From an optimization exercise on the open Yosys and OpenROAD flow, aimed at small area, a short achievable clock period and few clock cycles; shortcuts taken in it are not production practice.

==> inputs of v17 <==
==> flow/design.v <==
module regfile (
    input  logic        clk,
    input  logic [4:0]  ra1,
    input  logic [4:0]  ra2,
    input  logic        we,      
    input  logic [4:0]  wa,
    input  logic [31:0] wd,
    output logic [31:0] rd1,
    output logic [31:0] rd2,
    output logic [31:0] a0
);
logic [31:0] rf [1:31];
always_ff @(posedge clk)
    if (we) rf[wa] <= wd;
always_comb begin
    if (ra1 == 5'd0)           rd1 = '0;
    else if (we && wa == ra1)  rd1 = wd;
    else                       rd1 = rf[ra1];
    if (ra2 == 5'd0)           rd2 = '0;
    else if (we && wa == ra2)  rd2 = wd;
    else                       rd2 = rf[ra2];
end
assign a0 = rf[10];
endmodule
module top(
    input   logic           clk,
    input   logic           rst,
    output  logic [31:0]    imem_addr,
    input   logic [31:0]    imem_rdata,
    output  logic           dmem_req,
    output  logic [31:0]    dmem_addr,
    input   logic [31:0]    dmem_rdata,
    input   logic           dmem_ready,
    output  logic           dmem_we,
    output  logic [31:0]    dmem_waddr,
    output  logic [31:0]    dmem_wdata,
    output  logic [31:0]    a0
);
localparam logic [23:0] DREGION = 24'h000100;
logic        stallM;             
logic        stallD;             
logic        redirE;             
logic [31:0] tgtE;
logic        redirD;             
logic [31:0] tgtD;
logic [31:0] pcF;
always_ff @(posedge clk or posedge rst)
    if (rst)
        pcF <= '0;
    else if (!stallM) begin
        if (redirE)       pcF <= tgtE;
        else if (!stallD) pcF <= redirD ? tgtD : pcF + 32'd4;
    end
assign imem_addr = pcF;
logic        vD;
logic [31:0] instrD, pcD;
always_ff @(posedge clk or posedge rst)
    if (rst)
        vD <= 1'b0;
    else if (!stallM) begin
        if (redirE || redirD) vD <= 1'b0;
        else if (!stallD)     vD <= 1'b1;
    end
always_ff @(posedge clk)
    if (!stallM && !stallD) begin
        instrD <= imem_rdata;
        pcD    <= pcF;
    end
wire [4:0] opc = instrD[6:2];
wire [2:0] f3D = instrD[14:12];
wire [4:0] rs1 = instrD[19:15];
wire [4:0] rs2 = instrD[24:20];
wire [4:0] rdD = instrD[11:7];
wire isLoad   = opc == 5'b00000;
wire isStore  = opc == 5'b01000;
wire isOpImm  = opc == 5'b00100;
wire isOp     = opc == 5'b01100;
wire isLui    = opc == 5'b01101;
wire isAuipc  = opc == 5'b00101;
wire isJal    = opc == 5'b11011;
wire isJalr   = opc == 5'b11001;
wire isBranch = opc == 5'b11000;
wire usesRs1 = isLoad | isStore | isOpImm | isOp | isJalr | isBranch;
wire usesRs2 = isOp | isStore | isBranch;
wire wrD     = vD & (isLoad | isOpImm | isOp | isLui | isAuipc | isJal | isJalr) & (rdD != 5'd0);
wire [31:0] immI = {{20{instrD[31]}}, instrD[31:20]};
wire [31:0] immS = {{20{instrD[31]}}, instrD[31:25], instrD[11:7]};
wire [31:0] immB = {{20{instrD[31]}}, instrD[7], instrD[30:25], instrD[11:8], 1'b0};
wire [31:0] immU = {instrD[31:12], 12'b0};
wire [31:0] immJ = {{12{instrD[31]}}, instrD[19:12], instrD[20], instrD[30:21], 1'b0};
wire [31:0] tgtImm = isBranch ? immB : isJal ? immJ : immU;
assign tgtD = pcD + tgtImm;
wire [31:0] pcD4 = pcD + 32'd4;
wire predD = isJal | (isBranch & instrD[31]);
logic        wrE, ldE, stE, brE, jrE, predE;
logic [4:0]  rdE;
logic        wrM, ldM, stM;
logic [4:0]  rdM;
logic        wrW;
logic [4:0]  rdW;
logic [31:0] resM, resW;
assign stallD = vD & ldE & (((rdE == rs1) & usesRs1) | ((rdE == rs2) & usesRs2));
assign redirD = vD & predD & !stallD;
logic [31:0] rf1, rf2;
regfile rf (
    .clk (clk),
    .ra1 (rs1),
    .ra2 (rs2),
    .we  (wrW),
    .wa  (rdW),
    .wd  (resW),
    .rd1 (rf1),
    .rd2 (rf2),
    .a0  (a0)
);
wire [31:0] opBD  = usesRs2 ? rf2 : immI;
wire [31:0] auxD  = isStore ? immS :
                    isLui   ? immU :
                    (isJal | isJalr | (isBranch & predD)) ? pcD4 :
                    tgtD;                
wire aluOp  = isOp | isOpImm;
wire selAdd = (aluOp & f3D == 3'b000) | isLoad | isStore;
wire selSlt = aluOp & f3D == 3'b010;
wire selSltu= aluOp & f3D == 3'b011;
wire selXor = aluOp & f3D == 3'b100;
wire selOr  = aluOp & f3D == 3'b110;
wire selAnd = aluOp & f3D == 3'b111;
wire selSll = aluOp & f3D == 3'b001;
wire selSr  = aluOp & f3D == 3'b101;
wire selAux = isLui | isAuipc | isJal | isJalr;
wire subD   = (isOp & f3D == 3'b000 & instrD[30]) | selSlt | selSltu | isBranch;
wire sraD   = instrD[30];
wire fAM = wrE & (rdE == rs1);
wire fAW = !fAM & wrM & (rdM == rs1);
wire fBM = usesRs2 & wrE & (rdE == rs2);
wire fBW = usesRs2 & !fBM & wrM & (rdM == rs2);
logic [31:0] opA, opB, aux;
logic [2:0]  f3E;
logic        sAdd, sSlt, sSltu, sXor, sOr, sAnd, sSll, sSr, sAux, subE, sraE;
logic        eAM, eAW, eBM, eBW;
wire killE = !vD | stallD | redirE;
always_ff @(posedge clk or posedge rst)
    if (rst) begin
        wrE <= 1'b0; ldE <= 1'b0; stE <= 1'b0; brE <= 1'b0; jrE <= 1'b0;
    end else if (!stallM) begin
        wrE <= wrD & !killE;
        ldE <= isLoad & !killE;
        stE <= isStore & !killE;
        brE <= isBranch & !killE;
        jrE <= isJalr & !killE;
    end
always_ff @(posedge clk)
    if (!stallM) begin
        predE <= predD;
        rdE   <= rdD;
        f3E   <= f3D;
        opA   <= rf1;
        opB   <= opBD;
        aux   <= auxD;
        sAdd <= selAdd; sSlt <= selSlt; sSltu <= selSltu; sXor <= selXor;
        sOr  <= selOr;  sAnd <= selAnd; sSll  <= selSll;  sSr  <= selSr;
        sAux <= selAux; subE <= subD;   sraE  <= sraD;
        eAM <= fAM; eAW <= fAW; eBM <= fBM; eBW <= fBW;
    end
wire [31:0] A  = eAM ? resM : eAW ? resW : opA;
wire [31:0] Bf = eBM ? resM : eBW ? resW : opB;
wire [31:0] B  = stE ? aux : Bf;
wire [31:0] Bx = subE ? ~B : B;
wire [32:0] sum = {1'b0, A} + {1'b0, Bx} + {32'd0, subE};
wire ltu = !sum[32];
wire lt  = (A[31] ^ B[31]) ? A[31] : sum[31];
wire eq  = (A == B);
logic taken;
always_comb
    case (f3E)
        3'b000:  taken = eq;
        3'b001:  taken = !eq;
        3'b100:  taken = lt;
        3'b101:  taken = !lt;
        3'b110:  taken = ltu;
        3'b111:  taken = !ltu;
        default: taken = 1'b0;
    endcase
assign redirE = (brE & (taken ^ predE)) | jrE;
assign tgtE   = jrE ? {sum[31:1], 1'b0} : aux;
logic [31:0] shIn, shRev, shOut;
always_comb
    for (int i = 0; i < 32; i++) shRev[i] = A[31 - i];
assign shIn = sSll ? shRev : A;
wire         shFill = sraE & A[31] & !sSll;
wire [63:0]  shWide = {{32{shFill}}, shIn} >> B[4:0];
logic [31:0] shL;
always_comb
    for (int i = 0; i < 32; i++) shL[i] = shWide[31 - i];
assign shOut = sSll ? shL : shWide[31:0];
wire [31:0] resE = ({32{sAdd}}  & sum[31:0])
                 | ({32{sSlt}}  & {31'd0, lt})
                 | ({32{sSltu}} & {31'd0, ltu})
                 | ({32{sXor}}  & (A ^ B))
                 | ({32{sOr}}   & (A | B))
                 | ({32{sAnd}}  & (A & B))
                 | ({32{sSll | sSr}} & shOut)
                 | ({32{sAux}}  & aux);
logic [31:0] stdM;
logic [2:0]  f3M;
always_ff @(posedge clk or posedge rst)
    if (rst) begin
        wrM <= 1'b0; ldM <= 1'b0; stM <= 1'b0;
    end else if (!stallM) begin
        wrM <= wrE; ldM <= ldE; stM <= stE;
    end
always_ff @(posedge clk)
    if (!stallM) begin
        resM <= resE;
        stdM <= Bf;
        rdM  <= rdE;
        f3M  <= f3E;
    end
logic [31:0] cdata [8];
logic [2:0]  ctag  [8];
logic [7:0]  cvalid, cdirty;
wire [2:0] idx   = resM[4:2];
wire [2:0] tagA  = resM[7:5];
wire       inReg = resM[31:8] == DREGION;
wire [31:0] lineData = cdata[idx];
wire       hit   = inReg & cvalid[idx] & (ctag[idx] == tagA);
wire       memop = ldM | stM;
wire       vdirty = cvalid[idx] & cdirty[idx];
wire       isSW  = stM & (f3M[1:0] == 2'b10);
wire       noFetch = isSW & inReg & !vdirty;      
wire       needMem = memop & !hit & !noFetch;
assign stallM     = needMem & !dmem_ready;
assign dmem_req   = needMem;
assign dmem_addr  = {resM[31:2], 2'b00};
assign dmem_we    = needMem & inReg & vdirty;
assign dmem_waddr = {DREGION, ctag[idx], idx, 2'b00};
assign dmem_wdata = lineData;
wire [31:0] word = hit ? lineData : dmem_rdata;
wire [1:0] bo = resM[1:0];
logic [31:0] merged;
always_comb begin
    merged = word;
    if (stM) case (f3M[1:0])
        2'b00: merged[8*bo +: 8] = stdM[7:0];
        2'b01: merged[16*bo[1] +: 16] = stdM[15:0];
        default: merged = stdM;
    endcase
end
wire cwrite = memop & inReg & !stallM & (stM | !hit);
always_ff @(posedge clk or posedge rst)
    if (rst) begin
        cvalid <= '0;
        cdirty <= '0;
    end else if (cwrite) begin
        cvalid[idx] <= 1'b1;
        cdirty[idx] <= stM | (hit & cdirty[idx]);
    end
always_ff @(posedge clk)
    if (cwrite) begin
        cdata[idx] <= merged;
        ctag[idx]  <= tagA;
    end
logic [31:0] ldv;
always_comb begin
    logic [15:0] h;
    logic [7:0]  b;
    h = bo[1] ? word[31:16] : word[15:0];
    b = bo[0] ? h[15:8] : h[7:0];
    case (f3M)
        3'b000:  ldv = {{24{b[7]}}, b};
        3'b001:  ldv = {{16{h[15]}}, h};
        3'b100:  ldv = {24'd0, b};
        3'b101:  ldv = {16'd0, h};
        default: ldv = word;
    endcase
end
always_ff @(posedge clk or posedge rst)
    if (rst)
        wrW <= 1'b0;
    else if (!stallM)
        wrW <= wrM;
always_ff @(posedge clk)
    if (!stallM) begin
        resW <= ldM ? ldv : resM;
        rdW  <= rdM;
    end
endmodule
==> flow/run.sh <==
#!/bin/bash
# synth_recipe.tcl (not shown) runs the flow's synth.tcl, then flattens the netlist and writes it again
# the make line also repeats each setting of config.mk as NAME=value (left out here)
make -C /OpenROAD-flow-scripts/flow DESIGN_CONFIG=/design/flow/config.mk WORK_HOME=/design/flow/orfs CLKGATE_MAP_FILE= SYNTH_SCRIPT=/design/flow/synth_recipe.tcl finish
==> flow/config.mk <==
export PLATFORM = sky130hd
export DESIGN_NAME = top
export DESIGN_NICKNAME = top
export VERILOG_FILES = /design/flow/design.v
export SDC_FILE = /design/flow/constraint.sdc
export NUM_CORES = 4
export LEC_CHECK = 0
export CAP_MARGIN = 20
export CORE_MARGIN = 2
export CORE_UTILIZATION = 40
export PLACE_DENSITY = 0.6
export SLEW_MARGIN = 20
==> flow/constraint.sdc <==
create_clock -name core_clock -period 10.0 [get_ports {clk}]
set_input_delay 2.0000 -clock core_clock [delete_from_list [all_inputs] [get_ports {clk}]]
set_output_delay 2.0000 -clock core_clock [all_outputs]
set_load 0.01 [all_outputs]
==> v12: changes against v17 <==
--- a/flow/config.mk
+++ b/flow/config.mk
@@ -5,8 +5,10 @@
 export SDC_FILE = /design/flow/constraint.sdc
 export NUM_CORES = 4
 export LEC_CHECK = 0
+export ABC_CLOCK_PERIOD_IN_PS = 3000
 export CAP_MARGIN = 20
 export CORE_MARGIN = 2
 export CORE_UTILIZATION = 40
 export PLACE_DENSITY = 0.6
+export SETUP_SLACK_MARGIN = 5
 export SLEW_MARGIN = 20
==> v32: changes against v17 <==
--- a/flow/design.v
+++ b/flow/design.v
@@ -37,6 +37,20 @@
     output  logic [31:0]    a0
 );
 localparam logic [23:0] DREGION = 24'h000100;
+function automatic logic [32:0] add32(input logic [31:0] a, input logic [31:0] b, input logic ci);
+    logic [31:0] g, p, gg, pp;
+    g = a & b;
+    p = a ^ b;
+    gg = g;
+    pp = p;
+    gg[0] = g[0] | (p[0] & ci);
+    for (int d = 1; d < 32; d = d * 2)
+        for (int i = 31; i >= d; i--) begin
+            gg[i] = gg[i] | (pp[i] & gg[i - d]);
+            pp[i] = pp[i] & pp[i - d];
+        end
+    add32 = {gg[31], p ^ {gg[30:0], ci}};
+endfunction
 logic        stallM;             
 logic        stallD;             
 logic        redirE;             
@@ -44,13 +58,12 @@
 logic        redirD;             
 logic [31:0] tgtD;
 logic [31:0] pcF;
+wire  [31:0] pcSeq = stallD ? pcF : redirD ? tgtD : pcF + 32'd4;
 always_ff @(posedge clk or posedge rst)
     if (rst)
         pcF <= '0;
-    else if (!stallM) begin
-        if (redirE)       pcF <= tgtE;
-        else if (!stallD) pcF <= redirD ? tgtD : pcF + 32'd4;
-    end
+    else if (!stallM)
+        pcF <= redirE ? tgtE : pcSeq;
 assign imem_addr = pcF;
 logic        vD;
 logic [31:0] instrD, pcD;
@@ -89,7 +102,8 @@
 wire [31:0] immU = {instrD[31:12], 12'b0};
 wire [31:0] immJ = {{12{instrD[31]}}, instrD[19:12], instrD[20], instrD[30:21], 1'b0};
 wire [31:0] tgtImm = isBranch ? immB : isJal ? immJ : immU;
-assign tgtD = pcD + tgtImm;
+wire [32:0] tgtSum = add32(pcD, tgtImm, 1'b0);
+assign tgtD = tgtSum[31:0];
 wire [31:0] pcD4 = pcD + 32'd4;
 wire predD = isJal | (isBranch & instrD[31]);
 logic        wrE, ldE, stE, brE, jrE, predE;
@@ -113,8 +127,8 @@
     .rd2 (rf2),
     .a0  (a0)
 );
-wire [31:0] opBD  = usesRs2 ? rf2 : immI;
-wire [31:0] auxD  = isStore ? immS :
+wire [31:0] opBD  = (isOp | isBranch) ? rf2 : isStore ? immS : immI;
+wire [31:0] auxD  = isStore ? rf2 :
                     isLui   ? immU :
                     (isJal | isJalr | (isBranch & predD)) ? pcD4 :
                     tgtD;                
@@ -132,12 +146,15 @@
 wire sraD   = instrD[30];
 wire fAM = wrE & (rdE == rs1);
 wire fAW = !fAM & wrM & (rdM == rs1);
-wire fBM = usesRs2 & wrE & (rdE == rs2);
-wire fBW = usesRs2 & !fBM & wrM & (rdM == rs2);
+wire useB = isOp | isBranch;
+wire fBM = useB & wrE & (rdE == rs2);
+wire fBW = useB & !fBM & wrM & (rdM == rs2);
+wire fSM = isStore & wrE & (rdE == rs2);
+wire fSW = isStore & !fSM & wrM & (rdM == rs2);
 logic [31:0] opA, opB, aux;
 logic [2:0]  f3E;
 logic        sAdd, sSlt, sSltu, sXor, sOr, sAnd, sSll, sSr, sAux, subE, sraE;
-logic        eAM, eAW, eBM, eBW;
+logic        eAM, eAW, eBM, eBW, eSM, eSW;
 wire killE = !vD | stallD | redirE;
 always_ff @(posedge clk or posedge rst)
     if (rst) begin
@@ -160,16 +177,17 @@
         sAdd <= selAdd; sSlt <= selSlt; sSltu <= selSltu; sXor <= selXor;
         sOr  <= selOr;  sAnd <= selAnd; sSll  <= selSll;  sSr  <= selSr;
         sAux <= selAux; subE <= subD;   sraE  <= sraD;
-        eAM <= fAM; eAW <= fAW; eBM <= fBM; eBW <= fBW;
+        eAM <= fAM; eAW <= fAW; eBM <= fBM; eBW <= fBW; eSM <= fSM; eSW <= fSW;
     end
 wire [31:0] A  = eAM ? resM : eAW ? resW : opA;
 wire [31:0] Bf = eBM ? resM : eBW ? resW : opB;
-wire [31:0] B  = stE ? aux : Bf;
-wire [31:0] Bx = subE ? ~B : B;
-wire [32:0] sum = {1'b0, A} + {1'b0, Bx} + {32'd0, subE};
-wire ltu = !sum[32];
-wire lt  = (A[31] ^ B[31]) ? A[31] : sum[31];
+wire [31:0] B  = Bf;
+wire [31:0] stdE = eSM ? resM : eSW ? resW : aux;    
+wire [32:0] sumc = add32(A, subE ? ~B : B, subE);
+wire [31:0] sum  = sumc[31:0];
 wire eq  = (A == B);
+wire ltu = !sumc[32];
+wire lt  = (A[31] ^ B[31]) ? A[31] : sum[31];
 logic taken;
 always_comb
     case (f3E)
@@ -193,7 +211,7 @@
 always_comb
     for (int i = 0; i < 32; i++) shL[i] = shWide[31 - i];
 assign shOut = sSll ? shL : shWide[31:0];
-wire [31:0] resE = ({32{sAdd}}  & sum[31:0])
+wire [31:0] resE = ({32{sAdd}}  & sum)
                  | ({32{sSlt}}  & {31'd0, lt})
                  | ({32{sSltu}} & {31'd0, ltu})
                  | ({32{sXor}}  & (A ^ B))
@@ -201,8 +219,26 @@
                  | ({32{sAnd}}  & (A & B))
                  | ({32{sSll | sSr}} & shOut)
                  | ({32{sAux}}  & aux);
+logic [31:0] cdata [8];
+logic [2:0]  ctag  [8];
+logic [7:0]  cvalid, cdirty;
+logic        cwrite;
+logic [31:0] merged;
+logic        wdirty;
+wire  [2:0]  idxM = resM[4:2];
+wire [2:0] idxE = sum[4:2];
+wire       byp  = cwrite & (idxM == idxE);
+wire [31:0] lnDataE  = byp ? merged    : cdata[idxE];
+wire [2:0]  lnTagE   = byp ? resM[7:5] : ctag[idxE];
+wire        lnValidE = byp | cvalid[idxE];
+wire        lnDirtyE = byp ? wdirty    : cdirty[idxE];
+wire        lnVDE    = lnValidE & lnDirtyE;
+wire        hitE     = lnValidE & (lnTagE == sum[7:5]);
 logic [31:0] stdM;
 logic [2:0]  f3M;
+logic [31:0] lnData;
+logic [2:0]  lnTag;
+logic        lnVD, cacheHit;
 always_ff @(posedge clk or posedge rst)
     if (rst) begin
         wrM <= 1'b0; ldM <= 1'b0; stM <= 1'b0;
@@ -211,33 +247,36 @@
     end
 always_ff @(posedge clk)
     if (!stallM) begin
-        resM <= resE;
-        stdM <= Bf;
-        rdM  <= rdE;
-        f3M  <= f3E;
+        resM     <= resE;
+        stdM     <= stdE;
+        rdM      <= rdE;
+        f3M      <= f3E;
+        lnData   <= lnDataE;
+        lnTag    <= lnTagE;
+        lnVD     <= lnVDE;
+        cacheHit <= hitE;
     end
-logic [31:0] cdata [8];
-logic [2:0]  ctag  [8];
-logic [7:0]  cvalid, cdirty;
-wire [2:0] idx   = resM[4:2];
-wire [2:0] tagA  = resM[7:5];
-wire       inReg = resM[31:8] == DREGION;
-wire [31:0] lineData = cdata[idx];
-wire       hit   = inReg & cvalid[idx] & (ctag[idx] == tagA);
-wire       memop = ldM | stM;
-wire       vdirty = cvalid[idx] & cdirty[idx];
-wire       isSW  = stM & (f3M[1:0] == 2'b10);
-wire       noFetch = isSW & inReg & !vdirty;      
-wire       needMem = memop & !hit & !noFetch;
-assign stallM     = needMem & !dmem_ready;
-assign dmem_req   = needMem;
-assign dmem_addr  = {resM[31:2], 2'b00};
-assign dmem_we    = needMem & inReg & vdirty;
-assign dmem_waddr = {DREGION, ctag[idx], idx, 2'b00};
-assign dmem_wdata = lineData;
-wire [31:0] word = hit ? lineData : dmem_rdata;
+logic        reqR, weR, ownPF;
+logic [29:0] addrR;
+logic        pbValid, pfPend;
+logic [5:0]  pbAddr, pfAddr;
+logic [31:0] pbData;
+wire memop   = ldM | stM;
+wire inRegM  = resM[31:8] == DREGION;
+wire pbHit   = ldM & pbValid & (pbAddr == resM[7:2]);
+wire noFetch = stM & (f3M[1:0] == 2'b10) & !cacheHit & !lnVD;
+wire needMem = memop & !cacheHit & !pbHit & !noFetch;
+wire demGo   = reqR & !ownPF;                           
+wire pfJoin  = ldM & reqR & ownPF & (addrR[5:0] == resM[7:2]);
+wire done    = !needMem | ((demGo | pfJoin) & dmem_ready);
+assign stallM     = memop & !done;
+assign dmem_req   = reqR;
+assign dmem_addr  = {addrR, 2'b00};
+assign dmem_we    = weR;
+assign dmem_waddr = {DREGION, lnTag, idxM, 2'b00};
+assign dmem_wdata = lnData;
+wire [31:0] word = cacheHit ? lnData : pbHit ? pbData : dmem_rdata;
 wire [1:0] bo = resM[1:0];
-logic [31:0] merged;
 always_comb begin
     merged = word;
     if (stM) case (f3M[1:0])
@@ -246,20 +285,61 @@
         default: merged = stdM;
     endcase
 end
-wire cwrite = memop & inReg & !stallM & (stM | !hit);
+assign cwrite = memop & inRegM & !stallM & (stM | (!cacheHit & !pbHit & !pfJoin));
+assign wdirty = stM | (cacheHit & lnVD);
 always_ff @(posedge clk or posedge rst)
     if (rst) begin
         cvalid <= '0;
         cdirty <= '0;
     end else if (cwrite) begin
-        cvalid[idx] <= 1'b1;
-        cdirty[idx] <= stM | (hit & cdirty[idx]);
+        cvalid[idxM] <= 1'b1;
+        cdirty[idxM] <= wdirty;
     end
 always_ff @(posedge clk)
     if (cwrite) begin
-        cdata[idx] <= merged;
-        ctag[idx]  <= tagA;
+        cdata[idxM] <= merged;
+        ctag[idxM]  <= resM[7:5];
+    end
+wire       cont    = reqR & !dmem_ready;                
+wire       pfDone  = reqR & ownPF & dmem_ready;
+wire       wbPb    = demGo & dmem_ready & weR & ({lnTag, idxM} == pbAddr);
+wire       pbValidN = pfDone | (pbValid & !wbPb);
+wire [5:0] pbAddrN  = pfDone ? addrR[5:0] : pbAddr;
+wire       trigger = ldM & !stallM & !cacheHit;
+wire       pfPendN = trigger | pfPend;
+wire [5:0] pfAddrN = trigger ? resM[7:2] + 6'd1 : pfAddr;
+wire pbHitE   = ldE & pbValidN & (pbAddrN == sum[7:2]);
+wire noFetchE = stE & (f3E[1:0] == 2'b10) & !hitE & !lnVDE;
+wire needE    = (ldE | stE) & !hitE & !pbHitE & !noFetchE;
+wire nNeed    = stallM ? needMem : needE;
+wire [29:0] nAddr = stallM ? resM[31:2] : sum[31:2];
+wire nWe      = stallM ? lnVD : lnVDE;
+wire issuePF  = !cont & !nNeed & pfPendN;
+always_ff @(posedge clk or posedge rst)
+    if (rst) begin
+        reqR    <= 1'b0;
+        weR     <= 1'b0;
+        ownPF   <= 1'b0;
+        pbValid <= 1'b0;
+        pfPend  <= 1'b0;
+    end else begin
+        if (!cont) begin
+            reqR  <= nNeed | pfPendN;
+            weR   <= nNeed & nWe;
+            ownPF <= !nNeed;
+        end
+        pfPend  <= pfPendN & !issuePF;
+        pbValid <= pbValidN;
     end
+always_ff @(posedge clk) begin
+    if (!cont)
+        addrR <= nNeed ? nAddr : {DREGION, pfAddrN};
+    pfAddr <= pfAddrN;
+    if (pfDone) begin
+        pbData <= dmem_rdata;
+        pbAddr <= addrR[5:0];
+    end
+end
 logic [31:0] ldv;
 always_comb begin
     logic [15:0] h;
--- a/flow/config.mk
+++ b/flow/config.mk
@@ -9,4 +9,5 @@
 export CORE_MARGIN = 2
 export CORE_UTILIZATION = 40
 export PLACE_DENSITY = 0.6
+export SETUP_SLACK_MARGIN = 5
 export SLEW_MARGIN = 20
==> run notes <==
Register-to-register slack: v17 < v32 < v12. First-iteration DRC count, lowest first: v32, v17, v12. In v12 the core utilization is higher than in v32, by 0.49 points. Between v32 and v12, the lower die area is in v12 (gap 6.4%, measured against v12). Cell area: v17 < v12 < v32. Setup slack, highest first: v12, v32, v17. Of v32 and v17, v32 has the higher synthesized area (gap about 6.5%, measured against v17).
No run of this note included a check of the RTL's function; only the layout flow was run.

==> static timing again, ports no longer ideal <==
The flow's constraints put no driver on any port. The routed layouts listed below were extracted and timed again, unchanged, in two steps.
Step 1 assumes that a clkbuf_16 drives the clock port and a buf_2 every other input.
Step 2, shift: input delay + t, output delay - t, t = (earliest + latest rising clock arrival at the registers) / 2. This alone moves slack from input paths to output paths.
Three values: ideal ports, drivers, drivers and shift; two values: the first two.
| run | t (ns) | slack for setup (ns) | latest minus earliest clock arrival (ns) | cell pins on the clock port's net |
|---|---|---|---|---|
| v17 | 0.935 | 2.916 / 2.916 / 2.916 | 0.078 / 0.077 | 1 |
| v12 | 0.902 | 4.832 / 4.743 / 4.837 | 0.075 / 0.075 | 1 |
| v32 | 0.909 | 4.781 / 4.781 / 4.138 | 0.081 / 0.081 | 1 |
After both steps every run listed still meets setup and hold. The setup slack of v32, which loses most, moves by 0.000 ns with the drivers and by -0.643 ns with both steps.
